This is an optimization exercise on Yosys and OpenROAD, whose aim is small area, not a production implementation. In this exercise RTL edits were held to simulation tests only and were not proved equivalent to the original. The flow treats the clock pin as an ideal source, which a real chip does not have.

==> garnet: inputs <==
// QAM
module QAM(clk, rst, en, Din, IFout);
input clk, rst, en;
input Din;
output reg signed [17:0] IFout;
reg ce2;           
reg sm_ctrl;       
reg swap;          
reg [1:0] spc;     
reg sm_i, sm_q;    
reg [3:0] usi;     
reg [3:0] cnt;     
reg [8:0] sym_i, sym_q;  
reg [1:0] mix_cnt;
reg [15:0] acc;    
wire en0 = en & ce2;
wire en1 = sm_ctrl & ce2;
wire en2 = usi[3];
wire [1:0] sw = usi[1:0];
wire load = en2 & (sw == 2'd0);
wire neg = ~mix_cnt[1];                         
wire [8:0] s = mix_cnt[0] ? sym_i : sym_q;      
wire [8:0] x = s ^ {9{neg}};
wire [8:0] v;      
assign v[0] = cnt > 4'd0;
assign v[1] = cnt > 4'd1;
assign v[2] = cnt > 4'd2;
assign v[3] = cnt > 4'd3;
assign v[4] = cnt > 4'd4;
assign v[5] = cnt > 4'd5;
assign v[6] = cnt > 4'd6;
assign v[7] = cnt > 4'd7;
assign v[8] = cnt > 4'd8;
reg [15:0] g0_8;    
always @(*) begin
  case ({sw, x[0], x[8], v[0], v[8]})
    6'd0: g0_8 = 16'd74;
    6'd1: g0_8 = 16'd74;
    6'd2: g0_8 = 16'd0;
    6'd3: g0_8 = 16'd0;
    6'd4: g0_8 = 16'd74;
    6'd5: g0_8 = 16'd74;
    6'd6: g0_8 = 16'd0;
    6'd7: g0_8 = 16'd0;
    6'd8: g0_8 = 16'd74;
    6'd9: g0_8 = 16'd74;
    6'd10: g0_8 = 16'd148;
    6'd11: g0_8 = 16'd148;
    6'd12: g0_8 = 16'd74;
    6'd13: g0_8 = 16'd74;
    6'd14: g0_8 = 16'd148;
    6'd15: g0_8 = 16'd148;
    6'd16: g0_8 = 16'd185;
    6'd17: g0_8 = 16'd370;
    6'd18: g0_8 = 16'd185;
    6'd19: g0_8 = 16'd370;
    6'd20: g0_8 = 16'd185;
    6'd21: g0_8 = 16'd0;
    6'd22: g0_8 = 16'd185;
    6'd23: g0_8 = 16'd0;
    6'd24: g0_8 = 16'd185;
    6'd25: g0_8 = 16'd370;
    6'd26: g0_8 = 16'd185;
    6'd27: g0_8 = 16'd370;
    6'd28: g0_8 = 16'd185;
    6'd29: g0_8 = 16'd0;
    6'd30: g0_8 = 16'd185;
    6'd31: g0_8 = 16'd0;
    6'd32: g0_8 = 16'd74;
    6'd33: g0_8 = 16'd0;
    6'd34: g0_8 = 16'd74;
    6'd35: g0_8 = 16'd0;
    6'd36: g0_8 = 16'd74;
    6'd37: g0_8 = 16'd148;
  ...
export LEC_CHECK = 0
export ABC_AREA = 1
export CAP_MARGIN = 20
export CORE_MARGIN = 2
export CORE_UTILIZATION = 40
export CTS_BUF_LIST = sky130_fd_sc_hd__clkbuf_8
export GPL_TIMING_DRIVEN = 0
export HOLD_SLACK_MARGIN = 0.1
export SLEW_MARGIN = 20
create_clock -name core_clock -period 5.0 [get_ports {clk}]
standard.sh (not shown) runs the stock make flow with config.mk's settings and CLKGATE_MAP_FILE= SYNTH_SCRIPT=/design/flow/synth_recipe.tcl, a recipe that flattens the netlist after the stock synthesis.
==> flow/flow/run.sh <==
#!/bin/bash
# Layout flow: the standard ORFS flow (standard.sh) with these changes:
#  - Yosys's generic synthesis runs without its intermediate ABC pass (SYNTH_ARGS=-noabc),
#    so the adder tree written in the RTL reaches full-adder extraction as written;
#    registers, their names and cell types are those of the standard synthesis;
#  - the final ABC technology mapping uses an area-oriented script (flow/abc_area.script),
#    through a copy of ORFS's scripts folder that differs only in that file;
#  - after clock-tree synthesis, flow/post_cts.tcl delays the clock of the output register
#    (useful skew for the register-to-register paths into it), then runs the CTS step's
#    timing repair, which ORFS is told to skip (SKIP_CTS_REPAIR_TIMING=1);
#  - every input and output port still gets its own buffer, but the smallest one
#    (sky130_fd_sc_hd__buf_1); the resizer may still resize it.
# Each ORFS step writes its own log under orfs/logs/; make's output goes to make.log here.
set -euo pipefail
rm -rf scripts_local
cp -r "$FLOW_HOME/scripts" scripts_local
cp flow/abc_area.script scripts_local/abc_area.script
bash standard.sh SYNTH_ARGS=-noabc SCRIPTS_DIR="$PWD/scripts_local" SKIP_CTS_REPAIR_TIMING=1 \
  POST_CTS_TCL="$PWD/flow/post_cts.tcl" "BUFFER_PORTS_ARGS=-buffer_cell sky130_fd_sc_hd__buf_1" \
  "SKEW_CELLS=sky130_fd_sc_hd__clkdlybuf4s50_1 sky130_fd_sc_hd__clkdlybuf4s50_1 sky130_fd_sc_hd__clkbuf_8" finish > make.log 2>&1
==> flow/flow/post_cts.tcl <==
# Runs at the end of ORFS's CTS step (POST_CTS_TCL), which is told to skip its own timing
# repair (SKIP_CTS_REPAIR_TIMING=1); this script does that repair after the change below.
#
# Useful skew for the register-to-register paths into the output register acc (IFout):
# acc's clock pins are moved from the clock tree's leaf nets to one net that a delay cell
# and a clock buffer drive from the leaf net of acc[0]. Every path into acc comes from
# another register of the design; acc's outputs go only to the output ports, whose
# timing this makes harder, not easier. Inputs reach no acc data pin combinationally.
set block [ord::get_db_block]
set db [ord::get_db]
set accs {}
foreach inst [$block getInsts] {
  if {[string range [$inst getName] 0 3] eq "acc\\" && [$inst findITerm CLK] ne "NULL"} {
    lappend accs $inst
  }
}
puts "skew: [llength $accs] acc registers"
set first [lindex $accs 0]
set leaf [[$first findITerm CLK] getNet]
set sx 0; set sy 0
foreach inst $accs {
  lassign [$inst getLocation] x y
  set sx [expr {$sx + $x}]; set sy [expr {$sy + $y}]
}
set cx [expr {int($sx / [llength $accs])}]
set cy [expr {int($sy / [llength $accs])}]
set prev $leaf
set i 0
foreach cell $::env(SKEW_CELLS) {
  set master [$db findMaster $cell]
  set buf [odb::dbInst_create $block $master "skew_buf_$i"]
  set net [odb::dbNet_create $block "skew_net_$i"]
  $net setSigType CLOCK
  [$buf findITerm A] connect $prev
  [$buf findITerm X] connect $net
  $buf setLocation $cx $cy
  $buf setPlacementStatus PLACED
  set prev $net
  incr i
}
foreach inst $accs {
  set it [$inst findITerm CLK]
  $it disconnect
  $it connect $prev
}
set_propagated_clock [all_clocks]
estimate_parasitics -placement
set result [catch { detailed_placement } msg]
if { $result != 0 } { error "Detailed placement failed after skew: $msg" }
estimate_parasitics -placement
report_checks -path_delay max -group_path_count 1 -format end
repair_timing_helper
set result [catch { detailed_placement } msg]
if { $result != 0 } { error "Detailed placement failed after repair: $msg" }
check_placement -verbose
report_design_area
Other scripts of this flow, unchanged in this note and not shown: flow/flow/abc_area.script
==> harbor: changes against garnet <==
--- a/flow/flow/run.sh
+++ b/flow/flow/run.sh
@@ -17,4 +17,4 @@
 cp flow/abc_area.script scripts_local/abc_area.script
 bash standard.sh SYNTH_ARGS=-noabc SCRIPTS_DIR="$PWD/scripts_local" SKIP_CTS_REPAIR_TIMING=1 \
   POST_CTS_TCL="$PWD/flow/post_cts.tcl" "BUFFER_PORTS_ARGS=-buffer_cell sky130_fd_sc_hd__buf_1" \
-  "SKEW_CELLS=sky130_fd_sc_hd__clkdlybuf4s50_1 sky130_fd_sc_hd__clkdlybuf4s50_1 sky130_fd_sc_hd__clkbuf_8" finish > make.log 2>&1
+  "SKEW_CELLS=sky130_fd_sc_hd__clkdlybuf4s25_1 sky130_fd_sc_hd__clkdlybuf4s50_1 sky130_fd_sc_hd__clkbuf_8" finish > make.log 2>&1
==> cedar: changes against garnet <==
Settings changed: HOLD_SLACK_MARGIN 0.1 to 0.05.
==> comparison table <==
|  | harbor | cedar | garnet |
|---|---|---|---|
| Fmax | 214 MHz | 215 MHz | 215 MHz |
| Met3 wire len | 910 um | 903 um | 903 um |
| CP required | 6150 ps | 6380 ps | 6380 ps |
| Met2 wirelength from detailed routing | 5270 um | 5160 um | 5160 um |
| Share of the core filled with cells in the final layout | 46.9% | 45.9% | 45.9% |
| Fraction of met3 tracks used by global routing | 4.58% | 4.52% | 4.52% |
| Routed metal-1 wire length | 5220 um | 5200 um | 5200 um |
| Transition time of the tightest slew-check pin | 871 ps | 876 ps | 876 ps |
| Combined area of the multi-input logic cells | 3040 um^2 | 2970 um^2 | 2970 um^2 |
| Total detailed-routing wirelength | 11,700 um | 11,600 um | 11,600 um |
| Total of fill cells in the finished design | 1,073 | 1,078 | 1,078 |
| Unrepaired setup endpoints after global routing | - | no | no |
| Sequential cell area | 1290 um^2 | 1280 um^2 | 1280 um^2 |
| Maximum clock skew at final layout | 924 ps | 1150 ps | 1150 ps |
| Relative max-transition margin | 41.6% | 41.3% | 41.3% |
| Run status | finished clean | finished clean | finished clean |
| Global-route met1 utilization | 30.4% | 30.7% | 30.7% |
| Mean routed wirelength per cell | 17.2 um | 17.1 um | 17.1 um |
| Reg clk slew, reported paths | 110 ps | 120 ps | 120 ps |
| Time the final worst path needs with I/O delays and setup | 4680 ps | 4660 ps | 4660 ps |

[re-timing with driven ports]
The results above use ideal ports. As a check the final layouts listed here were re-extracted and re-timed, cells and wires unchanged.
Step 1, drivers: a clkbuf_16 drives clk and a buf_2 each remaining input, both assumed.
Step 2, shift: input delay + t, output delay - t, t = (earliest + latest rising clock arrival at the registers) / 2. This alone moves slack from input paths to output paths.
Slacks: no drivers / after step 1 / after step 2; pairs: no drivers / after step 1.
run | t (ns) | setup slack, ns | latest minus earliest clock arrival (ns) | worst data-port slew with drivers (ns)
garnet | 0.911 | 0.339 / 0.339 / 0.339 | 1.150 / 1.150 | 0.03
harbor | 0.796 | 0.322 / 0.322 / 0.322 | 0.924 / 0.924 | 0.03
cedar | 0.911 | 0.339 / 0.339 / 0.339 | 1.150 / 1.150 | 0.03
In every run listed the clock reaches the registers at very different times; t lies between them, and the last value is a rough guide only.
